Source: an optimization exercise on an open RTL-to-GDS flow (aim: small area and a short achievable clock period). Production flows keep margins and buffers that such runs may drop.
Where RTL was checked, it was by simulation tests only, not by an equivalence proof against the original.
Function not checked in runs 1 to 4: the RTL went through the layout flow alone.
Power is estimated from default activity; no workload was simulated.

<file path="config.mk">
export PLATFORM = sky130hd
export DESIGN_NAME = ALU_Pipeline
export DESIGN_NICKNAME = ALU_Pipeline
export VERILOG_FILES = /design/flow/design.v
export SDC_FILE = /design/flow/constraint.sdc
export NUM_CORES = 4
export LEC_CHECK = 0
export CAP_MARGIN = 20
export CORE_MARGIN = 2
export CORE_UTILIZATION = 40
export SETUP_SLACK_MARGIN = 4.0
export SLEW_MARGIN = 20
</file>
<file path="constraint.sdc">
create_clock -name core_clock -period 7.0 [get_ports {clk}]
set_input_delay 1.4000 -clock core_clock [delete_from_list [all_inputs] [get_ports {clk}]]
set_output_delay 1.4000 -clock core_clock [all_outputs]
set_load 0.01 [all_outputs]
</file>
<file path="design.v">
module ALUPre #(parameter int NS1 = 2) (
  input  logic [31:0] A, B,
  input  logic [6:0] funct7,
  input  logic [2:0] funct3,
  output logic [31:0] X, Y,
  output logic cin,
  output logic [4-NS1:0] shamt,
  output logic fill
);
  logic [31:0] Ar, F;
  logic [31:0] s [0:NS1];
  logic left, sub, arith, shift, k11, k10;
  assign left  = ~funct3[2];                
  assign shift = ~funct3[1] & funct3[0];    
  assign arith = (funct3 == 3'b000);        
  assign sub   = funct7[5];
  assign fill  = sub & A[31];
  always_comb
    for (int i = 0; i < 32; i++) Ar[i] = left ? A[31-i] : A[i];
  assign s[0] = Ar;
  genvar l;
  generate
    for (l = 0; l < NS1; l++) begin : sh
      localparam int D = 16 >> l;
      assign s[l+1] = B[4-l] ? {{D{fill}}, s[l][31:D]} : s[l];
    end
  endgenerate
  assign k11 = sub | funct3[1];
  assign k10 = ~sub & ~funct3[0];
  always_comb
    for (int i = 0; i < 32; i++)
      F[i] = B[i] ? (A[i] ? k11 : k10) : (A[i] ? k10 : sub);
  assign X = shift ? s[NS1] : F;
  assign Y = A & (B ^ {32{sub}}) & {32{arith}};
  assign cin = arith & sub;
  assign shamt = B[4-NS1:0];
endmodule
module ALU #(parameter int NS1 = 2) (
  input  logic [31:0] X, Y,
  input  logic cin,
  input  logic [4-NS1:0] shamt,
  input  logic fill, sel_sum, sel_r, sel_l,
  output logic [31:0] Result,
  output logic Zero, Carry, Overflow
);
  logic [32:0] c;
  logic [31:0] zt, sum;
  logic [31:0] g0, p0;
  logic [31:0] t [0:5-NS1];
  logic [31:0] S;
  logic zadd;
  assign g0 = {Y[31:1], Y[0] | (X[0] & cin)};
  assign p0 = X | Y;
  genvar l, i;
  generate
    for (l = 0; l <= 5; l++) begin : lv
      logic [31:0] g, p;
      if (l == 0) begin : base
        assign g = g0;
        assign p = p0;
      end else begin : node
        for (i = 0; i < 32; i++) begin : b
          if (((i >> (l-1)) & 1) == 1) begin : m
            localparam int J = ((i >> (l-1)) << (l-1)) - 1;
            assign g[i] = lv[l-1].g[i] | (lv[l-1].p[i] & lv[l-1].g[J]);
            assign p[i] = lv[l-1].p[i] & lv[l-1].p[J];
          end else begin : t
            assign g[i] = lv[l-1].g[i];
            assign p[i] = lv[l-1].p[i];
          end
        end
      end
    end
  endgenerate
  assign c = {lv[5].g, cin};
  assign sum = X ^ c[31:0];
  assign zt = X ^ {X[30:0] | Y[30:0], cin};
  assign zadd = ~|zt;
  assign t[0] = X;
  generate
    for (l = 0; l < 5 - NS1; l++) begin : sh
      localparam int D = 1 << (4 - NS1 - l);
      assign t[l+1] = shamt[4-NS1-l] ? {{D{fill}}, t[l][31:D]} : t[l];
    end
  endgenerate
  assign S = t[5-NS1];
  always_comb
    for (int k = 0; k < 32; k++)
      Result[k] = (sel_r & S[k]) | (sel_l & S[31-k]) | (sel_sum & sum[k]);
  assign Zero = ((sel_r | sel_l) & ~|S) | (sel_sum & zadd) | ~(sel_r | sel_l | sel_sum);
  assign Carry = sel_sum & (c[32] ^ cin);
  assign Overflow = sel_sum & (c[32] ^ c[31]);
endmodule
module ALUControl(
  input  logic [6:0] funct7,
  input  logic [2:0] funct3,
  input  logic [6:0] opcode,
  output logic sel_sum,   
  output logic sel_r,     
  output logic sel_l      
);
  logic rtype, f7z, f7s;
  assign rtype = (opcode == 7'b0110011);
  assign f7z   = rtype & (funct7 == 7'b0000000);
  assign f7s   = rtype & (funct7 == 7'b0100000);
  assign sel_sum = ((f7z | f7s) & (funct3 == 3'b000))
                 | (f7z & funct3[2] & ~funct3[0])        
                 | (f7z & (funct3 == 3'b111));           
  assign sel_r = (f7z | f7s) & (funct3 == 3'b101);
  assign sel_l = f7z & (funct3 == 3'b001);
endmodule
module InstructionDecoder(
  input  logic [31:0] instruction,
  output logic [6:0]  opcode,
  output logic [2:0]  funct3,
  output logic [6:0]  funct7
);
  assign opcode = instruction[6:0];
  assign funct3 = instruction[14:12];
  assign funct7 = instruction[31:25];
endmodule
module ALU_Pipeline(
  input  logic clk, rst,
  input  logic [31:0] A_in, B_in,
  input  logic [31:0] instr_in,
  output logic [31:0] Result_out,
  output logic Zero_out, Carry_out, Overflow_out, Negative_out
);
  localparam int NS1 = 2;
  logic [6:0] opcode, funct7;
  logic [2:0] funct3;
  logic [31:0] X_d, Y_d;
  logic cin_d, fill_d, sel_sum_d, sel_r_d, sel_l_d;
  logic [4-NS1:0] shamt_d;
  logic [31:0] X_reg, Y_reg;
  logic cin_reg, fill_reg, sel_sum_reg, sel_r_reg, sel_l_reg;
  logic [4-NS1:0] shamt_reg;
  logic [31:0] Result_comb;
  logic Zero_comb, Carry_comb, Overflow_comb;
  InstructionDecoder decoder (
    .instruction(instr_in),
    .opcode(opcode),
    .funct3(funct3),
    .funct7(funct7)
  );
  ALUControl control (
    .opcode(opcode), .funct3(funct3), .funct7(funct7),
    .sel_sum(sel_sum_d), .sel_r(sel_r_d), .sel_l(sel_l_d)
  );
  ALUPre #(.NS1(NS1)) pre (
    .A(A_in), .B(B_in), .funct7(funct7), .funct3(funct3),
    .X(X_d), .Y(Y_d), .cin(cin_d), .shamt(shamt_d), .fill(fill_d)
  );
  always_ff @(posedge clk or posedge rst) begin
    if (rst) begin
      X_reg <= 0;
      Y_reg <= 0;
      cin_reg <= 0;
      shamt_reg <= 0;
      fill_reg <= 0;
      sel_sum_reg <= 0;
      sel_r_reg <= 0;
      sel_l_reg <= 0;
    end else begin
      X_reg <= X_d;
      Y_reg <= Y_d;
      cin_reg <= cin_d;
      shamt_reg <= shamt_d;
      fill_reg <= fill_d;
      sel_sum_reg <= sel_sum_d;
      sel_r_reg <= sel_r_d;
      sel_l_reg <= sel_l_d;
    end
  end
  ALU #(.NS1(NS1)) alu_inst (
    .X(X_reg), .Y(Y_reg), .cin(cin_reg), .shamt(shamt_reg), .fill(fill_reg),
    .sel_sum(sel_sum_reg), .sel_r(sel_r_reg), .sel_l(sel_l_reg),
    .Result(Result_comb),
    .Zero(Zero_comb),
    .Carry(Carry_comb),
    .Overflow(Overflow_comb)
  );
  always_ff @(posedge clk or posedge rst) begin
    if (rst) begin
      Result_out <= 0;
      Zero_out <= 0;
      Carry_out <= 0;
      Overflow_out <= 0;
    end else begin
      Result_out <= Result_comb;
      Zero_out <= Zero_comb;
      Carry_out <= Carry_comb;
      Overflow_out <= Overflow_comb;
    end
  end
  assign Negative_out = Result_out[31];
endmodule
</file>
<file path="flow/run.sh">
#!/bin/bash
# The standard layout, with the ports buffered by the smallest buffer (the resizer sizes
# them up where timing needs it) instead of buffer_ports' default delay buffer.
set -euo pipefail
bash standard.sh synth > synth.log 2>&1
export BUFFER_PORTS_ARGS="-buffer_cell sky130_fd_sc_hd__buf_1"
bash standard.sh finish > layout.log 2>&1
</file>
<file path="standard.sh">
#!/bin/bash
# synth_recipe.tcl (not shown) runs the flow's synth.tcl, then flattens the netlist and writes it again
# the make line also repeats each setting of config.mk as NAME=value (left out here)
make -C /OpenROAD-flow-scripts/flow DESIGN_CONFIG=/design/flow/config.mk WORK_HOME=/design/flow/orfs CLKGATE_MAP_FILE= SYNTH_SCRIPT=/design/flow/synth_recipe.tcl "${@:-finish}"
</file>
==> results.sh, run 1 <==
export IMPL_status="complete, no violations"
export IMPL_synth_fp_nets=1181
export IMPL_p_int_mw=1.14
export IMPL_nets=1232
export IMPL_clock_power_share_pct=30.0
export IMPL_grtUsageTotal_pct=24.0
export IMPL_cts_made_buffers=9
export IMPL_power_per_cell_area_mw_per_mm2=185
export IMPL_grt_pass1_vias=7601
export IMPL_hold_start="cin_reg"
export IMPL_synth_edf_count=0
export IMPL_gp_congestion=0.928
export IMPL_cts_tree="built"
export IMPL_vias_per_cell=5.94
export IMPL_fin_cells=1418
export IMPL_pin_count=134
export IMPL_p_comb_share_pct=29.4
export IMPL_cts_root_buf="clkbuf_16"
export IMPL_fp_dieArea_mm2=0.0235
export IMPL_cp_startpoint="instr_in[14]"
export IMPL_worst_pin_slew_ns=0.836
export IMPL_grt_busiest_layer="met2"
export IMPL_max_stage_delay_ns=0.49
export IMPL_power_frac_seq_pct=40.6
export IMPL_yosysUniqueCellTypes=81
export IMPL_crit_required_ns=7.21
export IMPL_grt_ovfl_total=0
export IMPL_cp_start_kind="input port"
export IMPL_period_share_pct=41.6
export IMPL_swShare_pct=37.1
export IMPL_critPathMaxFanout=37
export IMPL_grt_max_degree=63
export IMPL_peakVddDrop_v=0.000124
export IMPL_skew_ns=0.0114
export IMPL_min_path_type="flip-flop to flip-flop"
export IMPL_syn_inst=1082
export IMPL_grt_pass1_wl_um=44200
export IMPL_pre_cts_ws_ns=3.06
export IMPL_path_class="input port to flip-flop"
export IMPL_clkSinkCount=107
export IMPL_p_leak_nw=4.31
export IMPL_maxCapViolations=0
export IMPL_hold_viol_final=0
export IMPL_vias=8418
export IMPL_slew_viol_final=0
export IMPL_fmax_mhz=343
export IMPL_met3_usage_pct=2.95
export IMPL_post_cts_setup_buffer_count=0
export IMPL_fillers=2209
export IMPL_ant_nets=0
export IMPL_cts_buffer_depth=2
export IMPL_synth_seq_cells=107
export IMPL_dpl_hpwl_um=21400
export IMPL_wl_um=28600
export IMPL_path_buf_inv=1
export IMPL_cts_clk_slew_worst_paths_ns=0.08
export IMPL_max_slew_margin_pct=44.2
export IMPL_initial_utilization_pct=40.8
export IMPL_rows=54
export IMPL_setup_viol=0
export IMPL_cts_max_level=3
export IMPL_core_area_mm2=0.0218
export IMPL_cp_end_kind="flip-flop"
export IMPL_reg2reg_from="X_reg[0]"
export IMPL_antenna_found_initial=0
export IMPL_die_x_um=153
export IMPL_drive_gt1_share_pct=7.73
export IMPL_netSwitchingPower_mw=0.673
export IMPL_grtUsageMet2_pct=35.5
export IMPL_wl_per_cell_um=20.2
export IMPL_ys_seq_area_share_pct=30.0
export IMPL_whs_ns=0.605
export IMPL_crit_family="compound AO/OA/AOI/OAI gates"
export IMPL_clk_latency_ns=0.36
export IMPL_dp_cells=1401
export IMPL_utilization_pct=44.8
export IMPL_drc=0
export IMPL_ys_async_sr_fraction_pct=100
export IMPL_diodes=0
export IMPL_drt_iter0_markers=973
export IMPL_die_h_um=153
export IMPL_cp_slowest_cell="clkbuf_4"
export IMPL_crit_chain="clkbuf_4 > mux2_2 > a21oi_1 > mux2i_1 > a22oi_1 > o21ai_0"
export IMPL_yosysWarnings=5
export IMPL_critPathArrivalTime_ns=3.12
export IMPL_rsz0062_at_grt="false"
export IMPL_layout_setup_ws_ns=4.09
export IMPL_io_buffers=118
export IMPL_fin_crit_ns=2.91
export IMPL_grt_use_met1_pct=35.4
export IMPL_syn_area_per_cell_um2=8.24
export IMPL_dr_pass1_iters=6
export IMPL_fin_setup_tns_ns=0
export IMPL_syn_area_mm2=0.00891
export IMPL_areaGrowthSynthToFinish_pct=9.80
export IMPL_synth_flop_cell="dfrtp_1"
-- synth_stat cells (all sizes together) (25+ instances only) --
cell	number	share of area, %
nand2	148	6.2
inv	25	1.1
a22oi	31	2.6
mux2	29	3.7
dfrtp	107	30
and3	35	2.5
o21ai	84	4.9
clkbuf	58	2.4
a21oi	52	3.0
buf	32	2.0
xor2	45	4.4
xnor2	53	5.2
mux2i	82	9.2
nor2	90	3.8
-- cells in the final DEF, fill, tap and decap left out, types with 4 or more instances in the layout --
cell type,count
a211oi_1,5
a21o_1,11
a21oi_1,49
a222oi_1,9
a22oi_1,31
a31oi_1,5
a32oi_1,7
and3_1,35
buf_1,114
buf_4,10
clkbuf_16,9
dfrtp_1,106
inv_1,23
mux2_2,24
mux2i_1,82
mux4_2,5
nand2_1,147
nand2b_1,7
nand3_1,21
nand4_1,7
nor2_1,88
nor2b_1,7
nor3_1,21
nor4_1,14
o211ai_1,9
o21ai_0,71
o21ai_1,11
o221ai_1,10
o22ai_1,5
o311ai_1,4
or3_1,4
xnor2_1,53
xor2_1,45
-- final cells by class --
| type | instances | area [µm²] | area share (%) |
|---|---|---|---|
| well taps | 280 | 350 | 3.58 |
| clock inverters | 6 | 82.6 | 0.844 |
| inverters | 26 | 108 | 1.10 |
| repair buffers | 130 | 581 | 5.93 |
| flip-flops and latches | 107 | 2680 | 27.4 |
| multi-input cells | 859 | 5750 | 58.8 |
| clock buffers | 10 | 229 | 2.34 |
-- power groups by stage --
| stage | sequential, mW | clock (mW) | combinational [mW] |
|---|---|---|---|
| floorplan | 0.675 | 0 | 0.428 |
| global placement | 0.746 | 0 | 0.515 |
| detailed placement | 0.746 | 0 | 0.518 |
| CTS | 0.733 | 0.552 | 0.522 |
| global route | 0.743 | 0.576 | 0.581 |
| finish | 0.736 | 0.545 | 0.533 |
-- worst min-delay path, stage by stage, from the launching register on --
cell and delay [ns]:
dfrtp_1 0.42, nand2_1 0.07, mux2i_1 0.08
-- layer usage --
metal	wire length (µm)	part of all wire, %
met5	0	0
met4	1030	3.6
met3	1770	6.2
met2	12400	43
met1	13500	47
-- worst paths after layout --
path                                  endpoint  cells after the start  slack, ns
min in group asynchronous       Result_out[29]                      2       1.01
worst min-delay path                 Carry_out                      2       0.60
worst min register to register       Carry_out                      2       0.60
worst max-delay path                  X_reg[3]                      6       4.09
max in group asynchronous         shamt_reg[1]                      4       4.66
worst max register to register  Result_out[22]                      8       4.22
-- metrics by stage --
step | area (µm²) | power (mW)
3_3_place_gp | 9400 | 1.26
2_1_floorplan | 8920 | 1.10
3_5_place_dp | 9400 | 1.26
5_1_grt | 9790 | 1.90
4_1_cts | 9740 | 1.81
6_report | 9790 | 1.81
-- cell families after synthesis --
| kind of cell | count (synthesis) | synth area share (%) |
|---|---|---|
| AO/OA/AOI/OAI | 273 | 21.2 |
| multiplexers | 116 | 14.2 |
| buffers and inverters | 116 | 5.59 |
| adder cells (fa/ha/maj) | 1 | 0.140 |
| flip-flops | 107 | 30.0 |
| XOR/XNOR | 98 | 9.63 |
| AND/OR/NAND/NOR | 371 | 19.2 |
-- timing repair --
action	in CTS	in global routing
endpoints found under the setup margin	50	10
hold buffers	0	0
gates resized for setup	9	6
==> run 2, diff against run 1 <==
--- a/design.v
+++ b/design.v
@@ -126,7 +126,7 @@
   output logic [31:0] Result_out,
   output logic Zero_out, Carry_out, Overflow_out, Negative_out
 );
-  localparam int NS1 = 2;
+  localparam int NS1 = 1;
   logic [6:0] opcode, funct7;
   logic [2:0] funct3;
   logic [31:0] X_d, Y_d;
@@ -153,24 +153,21 @@
   );
   always_ff @(posedge clk or posedge rst) begin
     if (rst) begin
-      X_reg <= 0;
-      Y_reg <= 0;
-      cin_reg <= 0;
-      shamt_reg <= 0;
-      fill_reg <= 0;
       sel_sum_reg <= 0;
       sel_r_reg <= 0;
       sel_l_reg <= 0;
     end else begin
-      X_reg <= X_d;
-      Y_reg <= Y_d;
-      cin_reg <= cin_d;
-      shamt_reg <= shamt_d;
-      fill_reg <= fill_d;
       sel_sum_reg <= sel_sum_d;
       sel_r_reg <= sel_r_d;
       sel_l_reg <= sel_l_d;
     end
+  end
+  always_ff @(posedge clk) begin
+    X_reg <= X_d;
+    Y_reg <= Y_d;
+    cin_reg <= cin_d;
+    shamt_reg <= shamt_d;
+    fill_reg <= fill_d;
   end
   ALU #(.NS1(NS1)) alu_inst (
     .X(X_reg), .Y(Y_reg), .cin(cin_reg), .shamt(shamt_reg), .fill(fill_reg),
==> results.sh, run 2 <==
export IMPL_status="complete, no violations"
export IMPL_clk_latency_ns=0.36
export IMPL_cts_tree="built"
export IMPL_cts_root_buf="clkbuf_16"
export IMPL_syn_area_mm2=0.00865
export IMPL_peakVddDrop_v=0.0000921
export IMPL_min_path_type="flip-flop to flip-flop"
export IMPL_gp_congestion=0.944
export IMPL_synth_fp_nets=1191
export IMPL_maxCapViolations=0
export IMPL_max_slew_margin_pct=47.4
export IMPL_synth_edf_count=0
export IMPL_grtUsageTotal_pct=25.3
export IMPL_layout_common_cells="nand2_1 (141), nor2_1 (117), buf_1 (116)"
export IMPL_vias=8578
export IMPL_core_area_mm2=0.0212
export IMPL_netlist_top_cells_area="dfxtp_1 (16%), dfrtp_1 (11%), mux2i_1 (8.1%)"
export IMPL_syn_inst=1092
export IMPL_cts_made_buffers=9
export IMPL_critPathMaxFanout=41
export IMPL_cp_end_kind="flip-flop"
export IMPL_vias_per_cell=6.03
export IMPL_ant_nets=0
export IMPL_period_share_pct=41.7
export IMPL_hold_viol_final=0
export IMPL_grtUsageMet2_pct=37.1
export IMPL_p_leak_nw=3.93
export IMPL_nets=1242
export IMPL_yosysWarnings=5
export IMPL_pin_count=134
export IMPL_syn_area_per_cell_um2=7.92
export IMPL_slew_viol_final=0
export IMPL_antenna_found_initial=0
export IMPL_fin_setup_tns_ns=0
export IMPL_crit_required_ns=7.30
export IMPL_drt_iter0_markers=951
export IMPL_grt_busiest_layer="met2"
export IMPL_diodes=0
export IMPL_fmax_mhz=343
export IMPL_setup_viol=0
export IMPL_clkSinkCount=108
export IMPL_synth_seq_cells=108
export IMPL_fin_crit_ns=2.92
export IMPL_cts_clk_slew_worst_paths_ns=0.08
export IMPL_whs_ns=0.525
export IMPL_power_per_cell_area_mw_per_mm2=189
export IMPL_post_synth_top_area_fraction_pct=16.2
export IMPL_ys_async_sr_fraction_pct=35.2
export IMPL_hold_start="Y_reg[31]"
export IMPL_io_buffers=118
export IMPL_grt_use_met1_pct=37.0
export IMPL_met3_usage_pct=4.43
export IMPL_ys_seq_area_share_pct=27.2
export IMPL_cts_buffer_depth=2
export IMPL_reg2reg_to="Zero_out"
export IMPL_rows=53
export IMPL_fp_dieArea_mm2=0.0228
export IMPL_synth_common_cells="nand2_1 (141), nor2_1 (117), clkbuf_1 (72), dfxtp_1 (70), mux2i_1 (70)"
export IMPL_grt_ovfl_total=0
export IMPL_min_to="Overflow_out"
export IMPL_areaGrowthSynthToFinish_pct=10.3
export IMPL_post_synth_top_count_cell="nand2_1"
export IMPL_worst_pin_slew_ns=0.789
export IMPL_r2r_slack_ns=4.08
export IMPL_final_common_cell="nand2_1"
export IMPL_drive_gt1_share_pct=7.67
export IMPL_cp_start_kind="flip-flop"
export IMPL_wl_um=29000
export IMPL_grt_max_degree=69
export IMPL_fillers=2201
export IMPL_dr_pass1_iters=5
export IMPL_grt_pass1_vias=7572
export IMPL_path_class="flip-flop to flip-flop"
export IMPL_hold_depth=2
export IMPL_cts_max_level=3
export IMPL_dpl_hpwl_um=21500
export IMPL_wl_per_cell_um=20.4
export IMPL_skew_ns=0.0105
export IMPL_critPathArrivalTime_ns=3.22
export IMPL_synth_flop_cell="dfxtp_1"
export IMPL_initial_utilization_pct=40.9
export IMPL_r2r_cells=7
export IMPL_reg2reg_from="shamt_reg[1]"
export IMPL_rsz0062_at_grt="false"
export IMPL_grt_pass1_wl_um=43800
export IMPL_synth_top_area_cell="dfxtp_1"
export IMPL_drc=0
export IMPL_yosysUniqueCellTypes=72
export IMPL_die_h_um=151
export IMPL_die_x_um=151
run 2: layer usage:
metal	share of wire, %	up-vias
met1	46	4016
met3	8.5	52
met4	3.7	0
li1	-	4058
met5	0	-
met2	42	452
run 2: critical path, cell delays in order, from the launching register on:
cell,delay [ns]
dfxtp_2,0.34
buf_12,0.25
mux4_2,0.60
mux2_2,0.29
mux2_2,0.30
or4b_1,0.53
nor3_2,0.29
a41o_1,0.22
run 2: worst max path at each step:
| stage | start | to | slack, ns | cells after the start |
|---|---|---|---|---|
| finish | shamt_reg[1] | Zero_out | 4.08 | 7 |
| global route | shamt_reg[1] | Zero_out | 4.03 | 7 |
| CTS | shamt_reg[1] | Zero_out | 3.94 | 7 |
| detailed placement | shamt_reg[1] | Zero_out | 3.76 | 7 |
| global placement | shamt_reg[1] | Zero_out | 3.77 | 7 |
| floorplan | instr_in[14] | X_reg[5] | 4.03 | 6 |
run 2: cell families after synthesis:
family / count (synthesis) / share of synthesized area, %
AOI/OAI and AO/OA: 260 / 20.0
xor gates and xnor gates: 91 / 9.21
buffers and inverters: 118 / 5.52
DFF: 108 / 27.2
muxes: 114 / 16.8
adders and majority gates: 1 / 0.145
and+or+nand+nor: 400 / 21.2
run 2: final cells by class:
type                            instances  area [µm²]  share of cell area [%]
Clock buffer                           10         229                    2.40
Clock inverter                          6        70.1                   0.734
Inverter                               22        90.1                   0.944
Multi-Input combinational cell        866        5860                    61.4
Sequential cell                       108        2350                    24.7
Tap cell                              275         344                    3.61
Timing Repair Buffer                  136         599                    6.28
run 2: metrics by stage:
| step | util, % | cell area (µm²) | std cells | worst slack (ns) | power, mW |
|---|---|---|---|---|---|
| floorplan | - | 8650 | 1092 | 4.03 | 1.09 |
| global placement | 43.3 | 9160 | 1403 | 3.77 | 1.26 |
| detailed placement | 43.3 | 9160 | 1403 | 3.76 | 1.26 |
| CTS | 45.0 | 9520 | 1423 | 3.94 | 1.79 |
| global route | 45.1 | 9540 | 1423 | 4.03 | 1.89 |
| finish | 45.1 | 9540 | 1423 | 4.08 | 1.80 |
run 2: where the power goes:
group / switching [mW] / leakage (nW) / internal [mW] / total [mW]
Clock: 0.254 / 0.149 / 0.282 / 0.536
Sequential: 0.0931 / 1.11 / 0.649 / 0.742
Combinational: 0.310 / 2.68 / 0.216 / 0.526
Total: 0.657 / 3.93 / 1.15 / 1.80
run 2: repair_timing:
item	4_1_cts	5_1_grt
gates resized for setup	5	5
endpoints found under the setup margin	10	5
setup buffers	4	0
hold buffers	0	0
pin swaps	0	1
==> run 3, diff against run 2 <==
--- a/config.mk
+++ b/config.mk
@@ -8,5 +8,5 @@
 export CAP_MARGIN = 20
 export CORE_MARGIN = 2
 export CORE_UTILIZATION = 40
-export SETUP_SLACK_MARGIN = 4.0
+export SETUP_SLACK_MARGIN = 4.5
 export SLEW_MARGIN = 20
==> results.sh, run 3 <==
export IMPL_power_frac_seq_pct=41.1
export IMPL_cts_max_level=3
export IMPL_cp_start_kind="flip-flop"
export IMPL_dr_pass1_iters=6
export IMPL_grtUsageMet2_pct=37.2
export IMPL_die_x_um=151
export IMPL_syn_inst=1092
export IMPL_skew_ns=0.0125
export IMPL_clk_latency_ns=0.37
export IMPL_rows=53
export IMPL_hold_viol_final=0
export IMPL_fin_setup_tns_ns=0
export IMPL_gp_congestion=0.957
export IMPL_post_synth_top_area_fraction_pct=16.2
export IMPL_clkSinkCount=108
export IMPL_dpl_hpwl_um=20700
export IMPL_synth_adder_area_share_pct=0.145
export IMPL_nets=1260
export IMPL_initial_utilization_pct=40.9
export IMPL_drc=0
export IMPL_grt_ovfl_total=0
export IMPL_path_class="flip-flop to flip-flop"
export IMPL_crit_required_ns=7.29
export IMPL_path_buf_inv=1
export IMPL_synth_mux_area_fraction_pct=16.8
export IMPL_areaGrowthSynthToFinish_pct=15.5
export IMPL_p_int_mw=1.15
export IMPL_grt_pass1_vias=7726
export IMPL_synth_seq_cells=108
export IMPL_synth_top_area_cell="dfxtp_1"
export IMPL_peakVddDrop_v=0.0000957
export IMPL_max_stage_delay_ns=0.56
export IMPL_wl_um=29000
export IMPL_worst_pin_slew_ns=0.858
export IMPL_pin_count=134
export IMPL_synth_compound_area_share_pct=20.0
export IMPL_netSwitchingPower_mw=0.660
export IMPL_slew_viol_final=0
export IMPL_syn_area_mm2=0.00865
export IMPL_grtUsageTotal_pct=25.4
export IMPL_setup_viol=0
export IMPL_wl_per_cell_um=20.2
export IMPL_syn_area_per_cell_um2=7.92
export IMPL_fp_dieArea_mm2=0.0228
export IMPL_die_h_um=151
export IMPL_cts_made_buffers=9
export IMPL_cp_end_kind="flip-flop"
export IMPL_maxCapViolations=0
export IMPL_grt_max_degree=87
export IMPL_antenna_found_initial=0
export IMPL_synth_common_cells="nand2_1 (141), nor2_1 (117), clkbuf_1 (72), dfxtp_1 (70), mux2i_1 (70)"
export IMPL_swShare_pct=36.4
export IMPL_rsz0062_at_grt="true"
export IMPL_fin_crit_ns=2.67
export IMPL_clock_power_share_pct=27.6
export IMPL_synth_fp_nets=1191
export IMPL_layout_common_cells="nand2_1 (140), buf_1 (116), nor2_1 (114)"
export IMPL_yosysWarnings=5
export IMPL_vias_per_cell=6.04
export IMPL_power_per_cell_area_mw_per_mm2=181
export IMPL_grt_busiest_layer="met2"
export IMPL_critPathMaxFanout=5
export IMPL_crit_family="multiplexers"
export IMPL_period_share_pct=38.2
export IMPL_status="complete, no violations"
export IMPL_post_synth_top_count_cell="nand2_1"
export IMPL_crit_chain="buf_12 > mux4_2 > mux2_2 > mux2_4 > or4b_4 > nor3_4 > a41o_1"
export IMPL_yosysUniqueCellTypes=72
export IMPL_ys_seq_area_share_pct=27.2
export IMPL_core_area_mm2=0.0212
export IMPL_critPathArrivalTime_ns=2.96
export IMPL_vias=8702
export IMPL_yosys_area_share_xor_xnor_pct=9.21
export IMPL_cp_slowest_cell="or4b_4"
export IMPL_cts_buffer_depth=2
export IMPL_grt_pass1_wl_um=44200
export IMPL_max_slew_margin_pct=42.8
export IMPL_cts_clk_slew_worst_paths_ns=0.08
export IMPL_finalPower_mw=1.81
export IMPL_grt_use_met1_pct=37.0
export IMPL_synth_top_family_by_area="simple AND/OR/NAND/NOR gates"
export IMPL_netlist_top_cells_area="dfxtp_1 (16%), dfrtp_1 (11%), mux2i_1 (8.1%)"
export IMPL_drt_iter0_markers=910
export IMPL_cts_tree="built"
export IMPL_final_common_cell="nand2_1"
export IMPL_fmax_mhz=374
export IMPL_diodes=0
export IMPL_ant_nets=0
export IMPL_min_path_type="flip-flop to flip-flop"
export IMPL_synth_flop_cell="dfxtp_1"
export IMPL_met3_usage_pct=4.94
export IMPL_synth_edf_count=0
export IMPL_ys_async_sr_fraction_pct=35.2
export IMPL_io_buffers=118
export IMPL_yosys_area_share_simple_pct=21.2
export IMPL_drive_gt1_share_pct=13.0
export IMPL_p_comb_share_pct=31.3
export IMPL_p_leak_nw=4.13
export IMPL_cts_root_buf="clkbuf_16"
-- run 3: power by group through the flow --
stage	logic (mW)	registers, mW	clock network, mW
detailed placement	0.504	0.748	0
global placement	0.502	0.748	0
floorplan	0.421	0.675	0
finish	0.566	0.744	0.501
CTS	0.532	0.737	0.509
global route	0.615	0.750	0.533
-- run 3: cell type report --
type,count,area (µm²)
Timing Repair Buffer,154,868
Fill cell,2131,11200
Sequential cell,108,2380
Clock buffer,10,239
Inverter,22,92.6
Multi-Input combinational cell,866,6020
Clock inverter,6,45.0
Tap cell,275,344
-- run 3: path summary, 6_finish.rpt --
path                       cells after the start             end    startpoint  slack [ns]
max                                            7        Zero_out  shamt_reg[1]        4.33
min                                            2    Overflow_out     Y_reg[31]        0.50
max reg2reg                                    7        Zero_out  shamt_reg[1]        4.33
min reg2reg                                    2    Overflow_out     Y_reg[31]        0.50
max in group asynchronous                      3   Result_out[7]           rst        5.57
min in group asynchronous                      3  Result_out[30]           rst        1.10
-- run 3: per-layer routing --
layer	wire length, µm	vias to the layer above
met2	12500	442
li1	-	4083
met5	0	-
met1	13200	4114
met3	2490	63
met4	924	0
-- run 3: per-stage QoR --
| step | setup slack (ns) | hold WS [ns] | instances | utilization [%] | area (µm²) |
|---|---|---|---|---|---|
| detailed placement | 3.28 | 0.507 | 1402 | 43.3 | 9150 |
| global placement | 3.31 | 0.493 | 1402 | 43.3 | 9150 |
| floorplan | 4.44 | 0.457 | 1092 | - | 8670 |
| finish | 4.33 | 0.503 | 1441 | 47.2 | 9990 |
| global route | 4.28 | 0.547 | 1441 | 47.2 | 9990 |
| CTS | 4.39 | 0.506 | 1437 | 46.3 | 9800 |
-- run 3: what timing repair did --
item / 4_1_cts / 5_1_grt
gates cloned: 3 / 1
pin swaps: 7 / 7
buffers inserted: 16 / 3
endpoints found under the setup margin: 56 / 22
hold buffers: 0 / 0
resized for setup: 42 / 42
-- run 3: kinds of logic after synthesis --
kind of cell / count (synthesis)
adder cells (fa/ha/maj): 1
multiplexers: 114
AND/OR/NAND/NOR: 400
AO/OA/AOI/OAI: 260
buffers and inverters: 118
XOR/XNOR: 91
flip-flops: 108
-- run 3: worst register-to-register path, cell delays in order, from the launching register on --
cell     delay, ns
dfxtp_4       0.40
buf_12        0.14
mux4_2        0.52
mux2_2        0.29
mux2_4        0.27
or4b_4        0.56
nor3_4        0.22
a41o_1        0.20
==> run 4, diff against run 3 <==
--- a/design.v
+++ b/design.v
@@ -126,7 +126,7 @@
   output logic [31:0] Result_out,
   output logic Zero_out, Carry_out, Overflow_out, Negative_out
 );
-  localparam int NS1 = 1;
+  localparam int NS1 = 2;
   logic [6:0] opcode, funct7;
   logic [2:0] funct3;
   logic [31:0] X_d, Y_d;
==> results.sh, run 4 <==
export IMPL_grtUsageTotal_pct=25.3
export IMPL_crit_required_ns=7.27
export IMPL_ctsHoldBuffers=0
export IMPL_synth_fp_nets=1181
export IMPL_fin_setup_tns_ns=0
export IMPL_slew_viol_final=0
export IMPL_diodes=0
export IMPL_cts_tree="built"
export IMPL_cts_clk_slew_worst_paths_ns=0.08
export IMPL_fillers=2124
export IMPL_gp_congestion=0.887
export IMPL_worst_pin_slew_ns=0.824
export IMPL_vias_per_cell=6.00
export IMPL_final_common_cell="nand2_1"
export IMPL_clkSinkCount=107
export IMPL_syn_area_mm2=0.00857
export IMPL_nets=1244
export IMPL_clk_latency_ns=0.37
export IMPL_finalPower_mw=1.81
export IMPL_fp_dieArea_mm2=0.0226
export IMPL_ys_seq_area_share_pct=27.2
export IMPL_syn_area_per_cell_um2=7.92
export IMPL_setup_viol=0
export IMPL_ant_nets=0
export IMPL_synth_edf_count=0
export IMPL_peakVddDrop_v=0.0000724
export IMPL_synth_top_area_cell="dfxtp_1"
export IMPL_fin_crit_ns=2.53
export IMPL_yosysUniqueCellTypes=82
export IMPL_rsz0062_at_grt="true"
export IMPL_post_synth_top_area_fraction_pct=16.1
export IMPL_drt_iter0_markers=864
export IMPL_hold_viol_final=0
export IMPL_maxCapViolations=0
export IMPL_netlist_top_cells_area="dfxtp_1 (16%), dfrtp_1 (11%), mux2i_1 (9.6%)"
export IMPL_period_share_pct=36.1
export IMPL_pre_cts_ws_ns=3.26
export IMPL_max_stage_delay_ns=0.38
export IMPL_drive_gt1_share_pct=11.8
export IMPL_yosysWarnings=5
export IMPL_synth_common_cells="nand2_1 (148), nor2_1 (88), mux2i_1 (82), o21ai_0 (71), dfxtp_1 (69)"
export IMPL_grt_max_degree=62
export IMPL_grt_pass1_vias=7763
export IMPL_dr_pass1_iters=5
export IMPL_dpl_instance_area_mm2=0.00913
export IMPL_fin_area_mm2=0.00986
export IMPL_core_area_mm2=0.0210
export IMPL_initial_utilization_pct=40.8
export IMPL_antenna_found_initial=0
export IMPL_max_slew_margin_pct=45.0
export IMPL_yosys_area_share_xor_xnor_pct=10.0
export IMPL_cts_made_buffers=9
export IMPL_hold_depth=2
export IMPL_min_path_type="flip-flop to flip-flop"
export IMPL_synth_seq_cells=107
export IMPL_cp_end_kind="flip-flop"
export IMPL_wl_per_cell_um=20.4
export IMPL_r2r_cells=7
export IMPL_pin_count=134
export IMPL_synth_adder_area_share_pct=0.146
export IMPL_cts_buffer_depth=2
export IMPL_fmax_mhz=396
export IMPL_layout_setup_ws_ns=4.47
export IMPL_crit_chain="buf_1 > buf_6 > nor2b_1 > buf_6 > a22oi_1 > o21ai_1"
export IMPL_power_per_cell_area_mw_per_mm2=184
export IMPL_post_synth_top_count_cell="nand2_1"
export IMPL_p_leak_nw=4.19
export IMPL_synth_flop_cell="dfxtp_1"
export IMPL_skew_ns=0.00745
export IMPL_vias=8546
export IMPL_grt_ovfl_total=0
export IMPL_wl_um=29000
export IMPL_rows=53
export IMPL_status="complete, no violations"
export IMPL_areaGrowthSynthToFinish_pct=15.1
export IMPL_cts_max_level=3
export IMPL_synth_compound_area_share_pct=22.0
export IMPL_die_x_um=150
export IMPL_layout_common_cells="nand2_1 (147), buf_1 (113), nor2_1 (88)"
export IMPL_dpl_hpwl_um=21000
export IMPL_syn_inst=1082
export IMPL_cp_start_kind="input port"
export IMPL_cts_root_buf="clkbuf_16"
export IMPL_cp_common_cell="buf_6"
export IMPL_yosys_area_share_simple_pct=20.0
export IMPL_die_h_um=150
export IMPL_path_class="input port to flip-flop"
export IMPL_io_buffers=118
export IMPL_critPathArrivalTime_ns=2.80
export IMPL_cp_slowest_cell="nor2b_1"
export IMPL_grt_pass1_wl_um=43900
export IMPL_synth_top_family_by_area="compound AO/OA/AOI/OAI gates"
export IMPL_ys_async_sr_fraction_pct=35.5
export IMPL_drc=0
export IMPL_synth_mux_area_fraction_pct=14.8
export IMPL_critPathMaxFanout=36
run 4: repair_timing:
item,in CTS,in global routing
gates resized for setup,35,31
pin swaps,5,6
setup buffers,6,4
setup endpoints to repair,81,37
cloned,2,0
run 4: final timing paths:
check                                  to          from  slack, ns
hold / removal                  Carry_out       cin_reg       0.50
setup / recovery                X_reg[13]  instr_in[12]       4.47
hold reg to reg                 Carry_out       cin_reg       0.50
setup reg to reg                 Zero_out  shamt_reg[1]       4.59
max in group asynchronous        Zero_out           rst       5.58
min in group asynchronous  Result_out[29]           rst       1.10
run 4: critical path, delay by kind of cell:
family | cells | cell delay, ns
and+or+nand+nor | 1 | 0.38
buffers and inverters | 3 | 0.70
AOI/OAI and AO/OA | 2 | 0.30
run 4: area by class of cell:
type | instances | area, µm² | share of cell area, %
inverter | 26 | 108 | 1.09
sequential | 107 | 2350 | 23.8
clock buffer | 10 | 239 | 2.42
tap | 275 | 344 | 3.49
multi-input combinational | 859 | 5950 | 60.3
timing repair buffer | 142 | 816 | 8.28
clock inverter | 6 | 56.3 | 0.571
run 4: where the power goes:
| part | internal (mW) | leakage, nW | switching [mW] |
|---|---|---|---|
| logic | 0.230 | 2.95 | 0.338 |
| registers | 0.645 | 1.10 | 0.0872 |
| clock network | 0.258 | 0.147 | 0.257 |
| total | 1.13 | 4.19 | 0.682 |
run 4: metrics by stage:
step | util [%] | hold slack [ns] | cells
floorplan | - | 0.445 | 1082
global route | 46.9 | 0.536 | 1425
CTS | 46.1 | 0.524 | 1421
finish | 46.9 | 0.498 | 1425
global placement | 43.4 | 0.518 | 1397
detailed placement | 43.4 | 0.507 | 1397
run 4: kinds of logic (layout without fill, tap and decap cells):
family	after synthesis	count (layout)
adder cells (fa/ha/maj)	1	1
XOR/XNOR	98	98
AND/OR/NAND/NOR	371	371
multiplexers	116	116
flip-flops	107	107
buffers and inverters	116	184
AO/OA/AOI/OAI	273	273
run 4: per-layer routing:
layer | part of all wire, % | global-route usage (%) | wire, µm
met2 | 43 | 37.4 | 12400
met1 | 46 | 36.9 | 13400
met5 | 0 | 0 | 0
met3 | 6.9 | 2.88 | 2010
met4 | 3.9 | 11.2 | 1130
==> run 5, diff against run 4 <==
--- a/design.v
+++ b/design.v
@@ -1,4 +1,4 @@
-module ALUPre #(parameter int NS1 = 2) (
+module ALUPre #(parameter int NS1 = 1) (
   input  logic [31:0] A, B,
   input  logic [6:0] funct7,
   input  logic [2:0] funct3,
@@ -7,35 +7,37 @@
   output logic [4-NS1:0] shamt,
   output logic fill
 );
-  logic [31:0] Ar, F;
+  logic [31:0] F, X0;
   logic [31:0] s [0:NS1];
-  logic left, sub, arith, shift, k11, k10;
-  assign left  = ~funct3[2];                
+  logic sub, arith, shift, sll, k11, k10, k01, k00;
+  assign sll   = (funct3 == 3'b001);
   assign shift = ~funct3[1] & funct3[0];    
   assign arith = (funct3 == 3'b000);        
   assign sub   = funct7[5];
   assign fill  = sub & A[31];
+  assign k11 = sub | funct3[1] | funct3[0];
+  assign k10 = funct3[0] ? ~funct3[1] : ~sub;
+  assign k01 = ~sub & ~funct3[0];
+  assign k00 = sub & ~funct3[0];
   always_comb
-    for (int i = 0; i < 32; i++) Ar[i] = left ? A[31-i] : A[i];
-  assign s[0] = Ar;
+    for (int i = 0; i < 32; i++)
+      F[i] = B[i] ? (A[i] ? k11 : k01) : (A[i] ? k10 : k00);
+  always_comb
+    for (int i = 0; i < 32; i++) X0[i] = sll ? A[31-i] : F[i];
+  assign s[0] = X0;
   genvar l;
   generate
     for (l = 0; l < NS1; l++) begin : sh
       localparam int D = 16 >> l;
-      assign s[l+1] = B[4-l] ? {{D{fill}}, s[l][31:D]} : s[l];
+      assign s[l+1] = (B[4-l] & shift) ? {{D{fill}}, s[l][31:D]} : s[l];
     end
   endgenerate
-  assign k11 = sub | funct3[1];
-  assign k10 = ~sub & ~funct3[0];
-  always_comb
-    for (int i = 0; i < 32; i++)
-      F[i] = B[i] ? (A[i] ? k11 : k10) : (A[i] ? k10 : sub);
-  assign X = shift ? s[NS1] : F;
-  assign Y = A & (B ^ {32{sub}}) & {32{arith}};
+  assign X = s[NS1];
+  assign Y = A & {32{arith}};
   assign cin = arith & sub;
   assign shamt = B[4-NS1:0];
 endmodule
-module ALU #(parameter int NS1 = 2) (
+module ALU #(parameter int NS1 = 1) (
   input  logic [31:0] X, Y,
   input  logic cin,
   input  logic [4-NS1:0] shamt,
@@ -49,7 +51,7 @@
   logic [31:0] t [0:5-NS1];
   logic [31:0] S;
   logic zadd;
-  assign g0 = {Y[31:1], Y[0] | (X[0] & cin)};
+  assign g0 = {Y[31:1] & ~X[31:1], (Y[0] & ~X[0]) | (X[0] & cin)};
   assign p0 = X | Y;
   genvar l, i;
   generate
@@ -126,7 +128,7 @@
   output logic [31:0] Result_out,
   output logic Zero_out, Carry_out, Overflow_out, Negative_out
 );
-  localparam int NS1 = 2;
+  localparam int NS1 = 1;
   logic [6:0] opcode, funct7;
   logic [2:0] funct3;
   logic [31:0] X_d, Y_d;
==> results.sh, run 5 <==
export IMPL_status="complete, no violations"
export IMPL_p_leak_nw=3.77
export IMPL_synth_edf_count=0
export IMPL_drc=0
export IMPL_critPathMaxFanout=4
export IMPL_max_slew_margin_pct=48.2
export IMPL_rows=52
export IMPL_syn_area_per_cell_um2=8.45
export IMPL_drt_iter0_markers=692
export IMPL_worst_pin_slew_ns=0.777
export IMPL_cts_buffer_depth=2
export IMPL_fin_cells=1334
export IMPL_swShare_pct=36.7
export IMPL_critPathArrivalTime_ns=2.82
export IMPL_hold_viol_final=0
export IMPL_synth_seq_cells=108
export IMPL_ys_seq_area_share_pct=28.5
export IMPL_fmax_mhz=388
export IMPL_period_share_pct=36.8
export IMPL_maxCapViolations=0
export IMPL_wl_per_cell_um=20.6
export IMPL_r2r_cells=8
export IMPL_cts_tree="built"
export IMPL_grt_max_degree=41
export IMPL_layout_setup_ws_ns=4.43
export IMPL_crit_chain="mux2i_2 > a2111oi_4 > o21ai_2 > a21o_2 > a311oi_4 > a211oi_2 > mux2_1 > a311o_1"
export IMPL_synth_flop_cell="dfxtp_1"
export IMPL_final_common_cell="buf_1"
export IMPL_path_buf_inv=0
export IMPL_syn_inst=979
export IMPL_path_class="flip-flop to flip-flop"
export IMPL_synth_top_area_cell="dfxtp_1"
export IMPL_grtUsageTotal_pct=24.8
export IMPL_setup_viol=0
export IMPL_gp_congestion=0.927
export IMPL_wl_um=27500
export IMPL_rsz0062_at_grt="true"
export IMPL_finalPower_mw=1.98
export IMPL_dr_pass1_iters=5
export IMPL_antenna_found_initial=0
export IMPL_initial_utilization_pct=40.9
export IMPL_clkSinkCount=108
export IMPL_pre_cts_ws_ns=3.11
export IMPL_vias_per_cell=5.93
export IMPL_post_synth_top_count_cell="nand2_1"
export IMPL_whs_ns=0.492
export IMPL_clk_latency_ns=0.37
export IMPL_grt_ovfl_total=0
export IMPL_dpl_instance_area_mm2=0.00879
export IMPL_yosysWarnings=5
export IMPL_cts_root_buf="clkbuf_16"
export IMPL_syn_area_mm2=0.00827
export IMPL_vias=7913
export IMPL_areaGrowthSynthToFinish_pct=18.4
export IMPL_max_stage_delay_ns=0.41
export IMPL_nets=1157
export IMPL_diodes=0
export IMPL_cp_start_kind="flip-flop"
export IMPL_fin_crit_ns=2.57
export IMPL_grt_pass1_wl_um=42000
export IMPL_netSwitchingPower_mw=0.726
export IMPL_peakVddDrop_v=0.0000986
export IMPL_yosysUniqueCellTypes=71
export IMPL_ant_nets=0
export IMPL_hold_depth=2
export IMPL_dpl_hpwl_um=19700
export IMPL_drive_gt1_share_pct=17.3
export IMPL_crit_family="compound AO/OA/AOI/OAI gates"
export IMPL_ys_async_sr_fraction_pct=35.2
export IMPL_pin_count=134
export IMPL_p_int_mw=1.25
export IMPL_netlist_top_cells_area="dfxtp_1 (17%), dfrtp_1 (12%), mux2i_1 (7.3%)"
export IMPL_slew_viol_final=0
export IMPL_power_per_cell_area_mw_per_mm2=202
export IMPL_power_frac_seq_pct=38.5
export IMPL_io_buffers=118
export IMPL_die_h_um=148
export IMPL_cts_max_level=3
export IMPL_fin_setup_tns_ns=0
export IMPL_crit_required_ns=7.25
export IMPL_fillers=1984
export IMPL_layout_common_cells="buf_1 (115), nand2_1 (84), nor2_1 (65)"
export IMPL_cts_made_buffers=9
export IMPL_grt_pass1_vias=7364
export IMPL_cts_clk_slew_worst_paths_ns=0.08
export IMPL_cp_slowest_cell="dfxtp_1"
export IMPL_synth_common_cells="nand2_1 (86), clkbuf_1 (71), dfxtp_1 (70), nor2_1 (69), mux2i_1 (60)"
export IMPL_dp_cells=1288
export IMPL_critical_path_depth=8
export IMPL_synth_fp_nets=1077
export IMPL_min_path_type="flip-flop to flip-flop"
export IMPL_fin_area_mm2=0.00979
export IMPL_skew_ns=0.0110
export IMPL_utilization_pct=48.4
export IMPL_clock_power_share_pct=27.9
export IMPL_p_comb_share_pct=33.6
export IMPL_fp_dieArea_mm2=0.0218
export IMPL_cp_end_kind="flip-flop"
export IMPL_core_area_mm2=0.0202
export IMPL_post_synth_top_area_fraction_pct=16.9
export IMPL_die_x_um=148
export IMPL_ctsHoldBuffers=0
-- run 5: cell count changes in the layout (fill, tap and decap cells not counted), sizes merged, moves of 17 or more --
cell / delta
nand2: -62
and2: +35
and3: -30
o21ai: -26
mux2i: -22
nor2: -21
a22oi: -18
a31oi: +18
mux4: +17
o22ai: +17
-- run 5: power groups by stage --
stage               clock (mW)  sequential, mW  combinational (mW)
floorplan                    0           0.682               0.476
global placement             0           0.773               0.552
detailed placement           0           0.774               0.556
CTS                      0.556           0.764               0.605
global route             0.589           0.769               0.713
finish                   0.552           0.763               0.666
-- run 5: worst paths after layout --
check	startpoint	end	slack [ns]
worst max register to register	X_reg[0]	Result_out[13]	4.43
min in group asynchronous	rst	Result_out[29]	1.10
worst min register to register	Y_reg[31]	Overflow_out	0.49
max in group asynchronous	rst	sel_l_reg	5.55
worst max-delay path	X_reg[0]	Result_out[13]	4.43
worst min-delay path	Y_reg[31]	Overflow_out	0.49
-- run 5: metal layers --
layer  track usage [%]  wire length [µm]  vias to the layer above
met5                 0                 0                        -
met4              11.1              1020                        0
met2              36.6             11900                      391
met1              35.4             12300                     3735
li1                  -                 -                     3728
met3              4.26              2280                       59
-- run 5: layout make-up --
cell class	count	area, µm²	share of cell area (%)
Tap cell	270	338	3.45
Timing Repair Buffer	157	840	8.58
Inverter	20	77.6	0.793
Sequential cell	108	2410	24.6
Clock buffer	11	253	2.58
Clock inverter	5	65.1	0.665
Multi-Input combinational cell	763	5810	59.4
-- run 5: worst min-delay path: stages, from the launching register on --
cell     delay, ns
dfxtp_1       0.34
nand2_1       0.06
mux2i_1       0.06
-- run 5: kinds of logic (layout without fill, tap and decap cells) --
family	Yosys count	in the layout	share of synthesized area (%)
and+or+nand+nor	302	303	18.0
buffers and inverters	109	193	5.10
AOI/OAI and AO/OA	243	243	20.1
DFF	108	108	28.5
muxes	108	108	16.8
xor gates and xnor gates	109	109	11.5
-- run 5: repair_timing --
item,CTS,global route
buffers inserted,14,13
resized for setup,78,37
pin swaps,11,9
endpoints found under the setup margin,59,26
cloned,2,1
==> run 6, diff against run 5 <==
--- a/config.mk
+++ b/config.mk
@@ -5,6 +5,7 @@
 export SDC_FILE = /design/flow/constraint.sdc
 export NUM_CORES = 4
 export LEC_CHECK = 0
+export ABC_AREA = 1
 export CAP_MARGIN = 20
 export CORE_MARGIN = 2
 export CORE_UTILIZATION = 40
==> results.sh, run 6 <==
export IMPL_status="complete, no violations"
export IMPL_hold_start="cin_reg"
export IMPL_hold_viol_final=0
export IMPL_power_per_cell_area_mw_per_mm2=191
export IMPL_syn_area_mm2=0.00803
export IMPL_cts_clk_slew_worst_paths_ns=0.07
export IMPL_rsz0062_at_grt="true"
export IMPL_utilization_pct=47.4
export IMPL_synth_top_family_by_area="simple AND/OR/NAND/NOR gates"
export IMPL_cts_buffer_depth=2
export IMPL_final_common_cell="nand2_1"
export IMPL_gp_congestion=0.946
export IMPL_pre_cts_ws_ns=3.21
export IMPL_synth_adder_area_share_pct=0
export IMPL_min_path_type="flip-flop to flip-flop"
export IMPL_yosys_area_share_xor_xnor_pct=2.51
export IMPL_fp_dieArea_mm2=0.0212
export IMPL_p_leak_nw=4.25
export IMPL_die_x_um=146
export IMPL_wl_per_cell_um=17.8
export IMPL_fin_crit_ns=2.52
export IMPL_synth_common_cells="nand2_1 (324), nand3_1 (231), nor2_1 (134), inv_1 (121), o21ai_0 (106)"
export IMPL_yosysWarnings=5
export IMPL_synth_fp_nets=1427
export IMPL_grt_ovfl_total=0
export IMPL_areaGrowthSynthToFinish_pct=15.5
export IMPL_cp_startpoint="instr_in[12]"
export IMPL_dpl_hpwl_um=22600
export IMPL_p_comb_share_pct=30.6
export IMPL_clk_latency_ns=0.37
export IMPL_p_int_mw=1.09
export IMPL_netSwitchingPower_mw=0.685
export IMPL_diodes=0
export IMPL_reg2reg_from="X_reg[3]"
export IMPL_pin_count=134
export IMPL_ant_nets=0
export IMPL_synth_top_area_cell="dfxtp_1"
export IMPL_sequential_cell_area_mm2=0.00236
export IMPL_synth_edf_count=0
export IMPL_layout_setup_ws_ns=4.48
export IMPL_rows=51
export IMPL_critPathArrivalTime_ns=2.75
export IMPL_vias=9374
export IMPL_synth_compound_area_share_pct=19.3
export IMPL_ys_async_sr_fraction_pct=35.2
export IMPL_max_slew_margin_pct=50.7
export IMPL_initial_utilization_pct=41.0
export IMPL_antenna_found_initial=0
export IMPL_synth_mux_area_fraction_pct=0
export IMPL_layout_common_cells="nand2_1 (323), nand3_1 (231), nor2_1 (130)"
export IMPL_drive_gt1_share_pct=7.08
export IMPL_yosysUniqueCellTypes=40
export IMPL_nets=1519
export IMPL_core_area_mm2=0.0196
export IMPL_swShare_pct=38.6
export IMPL_cp_start_kind="input port"
export IMPL_netlist_top_cells_area="dfxtp_1 (17%), nand2_1 (15%), nand3_1 (14%)"
export IMPL_multi_input_area_mm2=0.00498
export IMPL_worst_pin_slew_ns=0.735
export IMPL_grtUsageTotal_pct=27.5
export IMPL_io_buffers=118
export IMPL_grt_max_degree=64
export IMPL_clkSinkCount=108
export IMPL_peakVddDrop_v=0.000109
export IMPL_syn_inst=1329
export IMPL_power_frac_seq_pct=40.9
export IMPL_syn_area_per_cell_um2=6.04
export IMPL_ctsHoldBuffers=0
export IMPL_wl_um=30100
export IMPL_cp_end_kind="flip-flop"
export IMPL_synth_flop_cell="dfxtp_1"
export IMPL_critPathMaxFanout=5
export IMPL_cts_tree="built"
export IMPL_setup_viol=0
export IMPL_vias_per_cell=5.54
export IMPL_slew_viol_final=0
export IMPL_cts_root_buf="clkbuf_16"
export IMPL_die_h_um=146
export IMPL_clock_power_share_pct=28.5
export IMPL_crit_required_ns=7.23
export IMPL_synth_seq_cells=108
export IMPL_grt_pass1_wl_um=45700
export IMPL_dr_pass1_iters=6
export IMPL_path_class="input port to flip-flop"
export IMPL_yosys_area_share_simple_pct=38.9
export IMPL_ys_seq_area_share_pct=29.3
export IMPL_cts_made_buffers=9
export IMPL_maxCapViolations=0
export IMPL_post_synth_top_area_fraction_pct=17.4
export IMPL_drt_iter0_markers=942
export IMPL_cts_max_level=3
export IMPL_fin_setup_tns_ns=0
export IMPL_post_synth_top_count_cell="nand2_1"
export IMPL_fillers=2083
export IMPL_fmax_mhz=397
export IMPL_grt_pass1_vias=8032
export IMPL_period_share_pct=36.0
export IMPL_skew_ns=0.0119
export IMPL_finalPower_mw=1.77
export IMPL_drc=0
-- run 6: cell types whose count changed in the layout (fill, tap and decap cells not counted), sizes merged, moves of 54 or more --
cell	previous run	this run
o21ai	58	114
xnor2	56	2
nand3	19	231
nor2	69	141
nand2	86	328
inv	22	127
mux2i	60	0
-- run 6: cells by family after synthesis --
family                 after synthesis
XOR/XNOR                            23
flip-flops                         108
AO/OA/AOI/OAI                      267
AND/OR/NAND/NOR                    728
buffers and inverters              203
-- run 6: area by class of cell --
class / count / share of cell area, %
flip-flops and latches: 108 / 25.4
well taps: 265 / 3.57
clock buffers: 10 / 2.58
clock inverters: 6 / 0.620
repair inverters: 4 / 0.324
inverters: 132 / 5.64
repair buffers: 147 / 8.23
multi-input cells: 1019 / 53.6
-- run 6: power by group through the flow --
stage	registers [mW]	logic [mW]	clock network, mW
3_5_place_dp	0.738	0.496	0
2_1_floorplan	0.686	0.387	0
5_1_grt	0.728	0.601	0.538
6_report	0.725	0.542	0.506
3_3_place_gp	0.738	0.494	0
4_1_cts	0.724	0.524	0.515
-- run 6: path summary, 6_finish.rpt --
path / end / slack [ns] / depth (start not counted)
min in group asynchronous: Result_out[4] / 1.11 / 3
setup / recovery: X_reg[25] / 4.48 / 11
hold / removal: Carry_out / 0.62 / 2
setup reg to reg: Result_out[16] / 4.69 / 10
hold reg to reg: Carry_out / 0.62 / 2
max in group asynchronous: Result_out[30] / 5.53 / 3
-- run 6: metal layers --
layer / global-route usage [%] / share of wire [%] / vias up
met4: 11.7 / 3.8 / 0
met3: 3.79 / 8.0 / 53
li1: - / - / 4628
met1: 38.3 / 44 / 4191
met2: 42.7 / 44 / 502
met5: 0 / 0 / -
-- run 6: stage by stage --
step | hold slack, ns | std cells | cell area [µm²]
CTS | 0.644 | 1689 | 9230
detailed placement | 0.637 | 1650 | 8570
global route | 0.664 | 1691 | 9280
floorplan | 0.496 | 1329 | 8040
global placement | 0.643 | 1650 | 8570
finish | 0.621 | 1691 | 9280
-- run 6: repair_timing --
item                                    CTS  global route
gates cloned                              5             1
resized for setup                        59            24
endpoints found under the setup margin   51            52
pin swaps                                 5            13
setup buffers                            18             1
-- run 6: critical path, cell delays in order --
cell and delay, ns:
buf_8 0.10, nor2_4 0.12, buf_12 0.12, clkinvlp_4 0.09
nor2_4 0.23, buf_6 0.16, nand2_1 0.04, o211ai_1 0.08
nand3_1 0.16, o21ai_2 0.14, o21ai_1 0.09
==> run 7, diff against run 6 <==
--- a/config.mk
+++ b/config.mk
@@ -8,6 +8,6 @@
 export ABC_AREA = 1
 export CAP_MARGIN = 20
 export CORE_MARGIN = 2
-export CORE_UTILIZATION = 40
+export CORE_UTILIZATION = 60
 export SETUP_SLACK_MARGIN = 4.5
 export SLEW_MARGIN = 20
==> results.sh, run 7 <==
export IMPL_status="complete, no violations"
export IMPL_max_slew_margin_pct=48.6
export IMPL_cp_common_cell="buf_12"
export IMPL_yosys_area_share_xor_xnor_pct=2.51
export IMPL_diodes=0
export IMPL_slew_viol_final=0
export IMPL_grt_pass1_vias=8447
export IMPL_drc=0
export IMPL_grt_max_degree=64
export IMPL_wl_per_cell_um=18.3
export IMPL_initial_utilization_pct=61.1
export IMPL_syn_inst=1329
export IMPL_fin_setup_tns_ns=0
export IMPL_final_common_cell="nand2_1"
export IMPL_synth_top_family_by_area="simple AND/OR/NAND/NOR gates"
export IMPL_synth_top_area_cell="dfxtp_1"
export IMPL_cts_buffer_depth=2
export IMPL_grt_pass1_wl_um=45200
export IMPL_path_class="input port to flip-flop"
export IMPL_fin_crit_ns=2.58
export IMPL_cts_tree="built"
export IMPL_skew_ns=0.00932
export IMPL_cp_start_kind="input port"
export IMPL_gp_congestion=1.00
export IMPL_max_stage_delay_ns=0.16
export IMPL_synth_common_cells="nand2_1 (324), nand3_1 (231), nor2_1 (134), inv_1 (121), o21ai_0 (106)"
export IMPL_clkSinkCount=108
export IMPL_cts_max_level=3
export IMPL_vias=9824
export IMPL_post_synth_top_count_cell="nand2_1"
export IMPL_drt_iter0_markers=1177
export IMPL_wl_um=29500
export IMPL_die_h_um=120
export IMPL_areaGrowthSynthToFinish_pct=15.6
export IMPL_fin_area_mm2=0.00929
export IMPL_critPathMaxFanout=5
export IMPL_yosys_area_share_simple_pct=38.9
export IMPL_synth_flop_cell="dfxtp_1"
export IMPL_min_path_type="flip-flop to flip-flop"
export IMPL_power_per_cell_area_mw_per_mm2=195
export IMPL_setup_viol=0
export IMPL_fmax_mhz=387
export IMPL_vias_per_cell=6.11
export IMPL_cts_root_buf="clkbuf_16"
export IMPL_ant_nets=0
export IMPL_synth_seq_cells=108
export IMPL_rows=42
export IMPL_clk_latency_ns=0.36
export IMPL_fp_dieArea_mm2=0.0143
export IMPL_cp_end_kind="flip-flop"
export IMPL_crit_required_ns=7.22
export IMPL_synth_fp_nets=1427
export IMPL_p_leak_nw=4.30
export IMPL_finalPower_mw=1.81
export IMPL_maxCapViolations=0
export IMPL_grtUsageTotal_pct=40.7
export IMPL_synth_adder_area_share_pct=0
export IMPL_core_area_mm2=0.0131
export IMPL_dpl_hpwl_um=20600
export IMPL_drive_gt1_share_pct=7.76
export IMPL_nets=1524
export IMPL_grt_ovfl_total=0
export IMPL_ctsHoldBuffers=0
export IMPL_ys_async_sr_fraction_pct=35.2
export IMPL_cts_clk_slew_worst_paths_ns=0.07
export IMPL_synth_edf_count=0
export IMPL_dpl_instance_area_mm2=0.00847
export IMPL_utilization_pct=70.7
export IMPL_yosysWarnings=5
export IMPL_cts_made_buffers=9
export IMPL_cp_slowest_cell="buf_12"
export IMPL_yosysUniqueCellTypes=40
export IMPL_synth_mux_area_fraction_pct=0
export IMPL_hold_viol_final=0
export IMPL_layout_common_cells="nand2_1 (320), nand3_1 (231), nor2_1 (128)"
export IMPL_rsz0062_at_grt="true"
export IMPL_io_buffers=118
export IMPL_netlist_top_cells_area="dfxtp_1 (17%), nand2_1 (15%), nand3_1 (14%)"
export IMPL_crit_chain="buf_12 > nor2_4 > buf_12 > clkinvlp_4 > buf_12 > nor2_4 > buf_6 > nand2_1 > o211ai_1 > nand3_1 > o21ai_0 > o21ai_0"
export IMPL_antenna_found_initial=0
export IMPL_synth_compound_area_share_pct=19.3
export IMPL_peakVddDrop_v=0.000112
export IMPL_post_synth_top_area_fraction_pct=17.4
export IMPL_dr_pass1_iters=7
export IMPL_ys_seq_area_share_pct=29.3
export IMPL_worst_pin_slew_ns=0.766
export IMPL_syn_area_mm2=0.00803
export IMPL_die_x_um=120
export IMPL_critPathArrivalTime_ns=2.80
export IMPL_pin_count=134
export IMPL_period_share_pct=36.9
export IMPL_syn_area_per_cell_um2=6.04
[run 7: cell counts after synthesis]
Identical to the previous run, type by type.
[run 7: cells by family after synthesis]
family,Yosys count
flip-flops,108
buffers and inverters,203
XOR/XNOR,23
AO/OA/AOI/OAI,267
AND/OR/NAND/NOR,728
[run 7: critical path: cells and delay by family]
kind                   cells  cell delay (ns)
buffers and inverters      5             0.64
and+or+nand+nor            4             0.39
AOI/OAI and AO/OA          3             0.35
[run 7: final timing paths]
path | startpoint | endpoint | slack, ns | cells past startpoint
worst max-delay path | instr_in[30] | X_reg[30] | 4.42 | 12
worst min-delay path | cin_reg | Carry_out | 0.67 | 2
worst max register to register | shamt_reg[2] | Result_out[29] | 4.63 | 9
worst min register to register | cin_reg | Carry_out | 0.67 | 2
max in group asynchronous | rst | Overflow_out | 5.55 | 3
min in group asynchronous | rst | Result_out[4] | 1.11 | 3
[run 7: through the flow]
stage	hold WS [ns]	worst slack [ns]	instances
3_5_place_dp	0.639	3.31	1562
2_1_floorplan	0.496	4.44	1329
6_report	0.667	4.42	1607
3_3_place_gp	0.637	3.31	1562
4_1_cts	0.659	4.48	1604
5_1_grt	0.691	4.33	1607
[run 7: cell type report]
cell class / instances / area (µm²)
multi-input combinational: 1020 / 5010
inverter: 132 / 528
clock buffer: 9 / 225
timing repair inverter: 4 / 30.0
clock inverter: 7 / 91.3
fill: 1227 / 3850
tap: 176 / 220
timing repair buffer: 151 / 831
sequential: 108 / 2350
[run 7: layer usage]
layer / vias up / wire [µm] / track usage (%)
met3: 139 / 3320 / 6.56
met1: 4308 / 11500 / 54.5
met5: - / 0 / 0
met2: 728 / 12600 / 62.0
li1: 4649 / - / -
met4: 0 / 2090 / 23.8
[run 7: report_power, final]
part / internal (mW) / switching (mW)
registers: 0.649 / 0.0704
clock network: 0.286 / 0.243
logic: 0.187 / 0.372
total: 1.12 / 0.686
[run 7: repair_timing]
action                     in CTS  in global routing
gates resized for setup        51                 42
buffers inserted               20                  2
pin swaps                      10                 19
cloned                          6                  1
setup endpoints to repair      39                 54

[separate check: timing with driven ports]
Ports are ideal in the flow. The routed layouts listed here were re-timed in OpenROAD.
Step 1 sets driving cells, clkbuf_16 on the clock port and buf_2 on the other inputs (assumed; they add their load-dependent delay and slew).
Step 2, shift: input delay + t, output delay - t, t = (earliest + latest rising clock arrival at the registers) / 2. This alone moves slack from input paths to output paths.
a / b / c = no drivers / after step 1 / after step 2; a / b = the first two.
run | shift t [ns] | setup slack, ns | worst setup path after step 2 | clock arrival spread, ns | worst register clock-pin slew, ns
run 1 | 0.405 | 4.088 / 4.109 / 3.704 | input to register | 0.011 / 0.012 | 0.08 / 0.08
run 2 | 0.401 | 4.081 / 4.081 / 3.809 | input to register | 0.011 / 0.011 | 0.08 / 0.08
run 3 | 0.410 | 4.327 / 4.327 / 4.193 | input to register | 0.013 / 0.012 | 0.08 / 0.08
run 4 | 0.408 | 4.473 / 4.459 / 4.051 | input to register | 0.008 / 0.008 | 0.08 / 0.08
run 5 | 0.406 | 4.426 / 4.426 / 4.135 | input to register | 0.012 / 0.011 | 0.08 / 0.08
run 6 | 0.409 | 4.479 / 4.487 / 4.078 | input to register | 0.011 / 0.012 | 0.08 / 0.08
run 7 | 0.396 | 4.417 / 4.415 / 4.020 | input to register | 0.011 / 0.011 | 0.08 / 0.08
After both steps setup and hold are still met in every run listed. The setup slack of run 4, which loses most, moves by -0.014 ns with the drivers and by -0.422 ns with both steps.
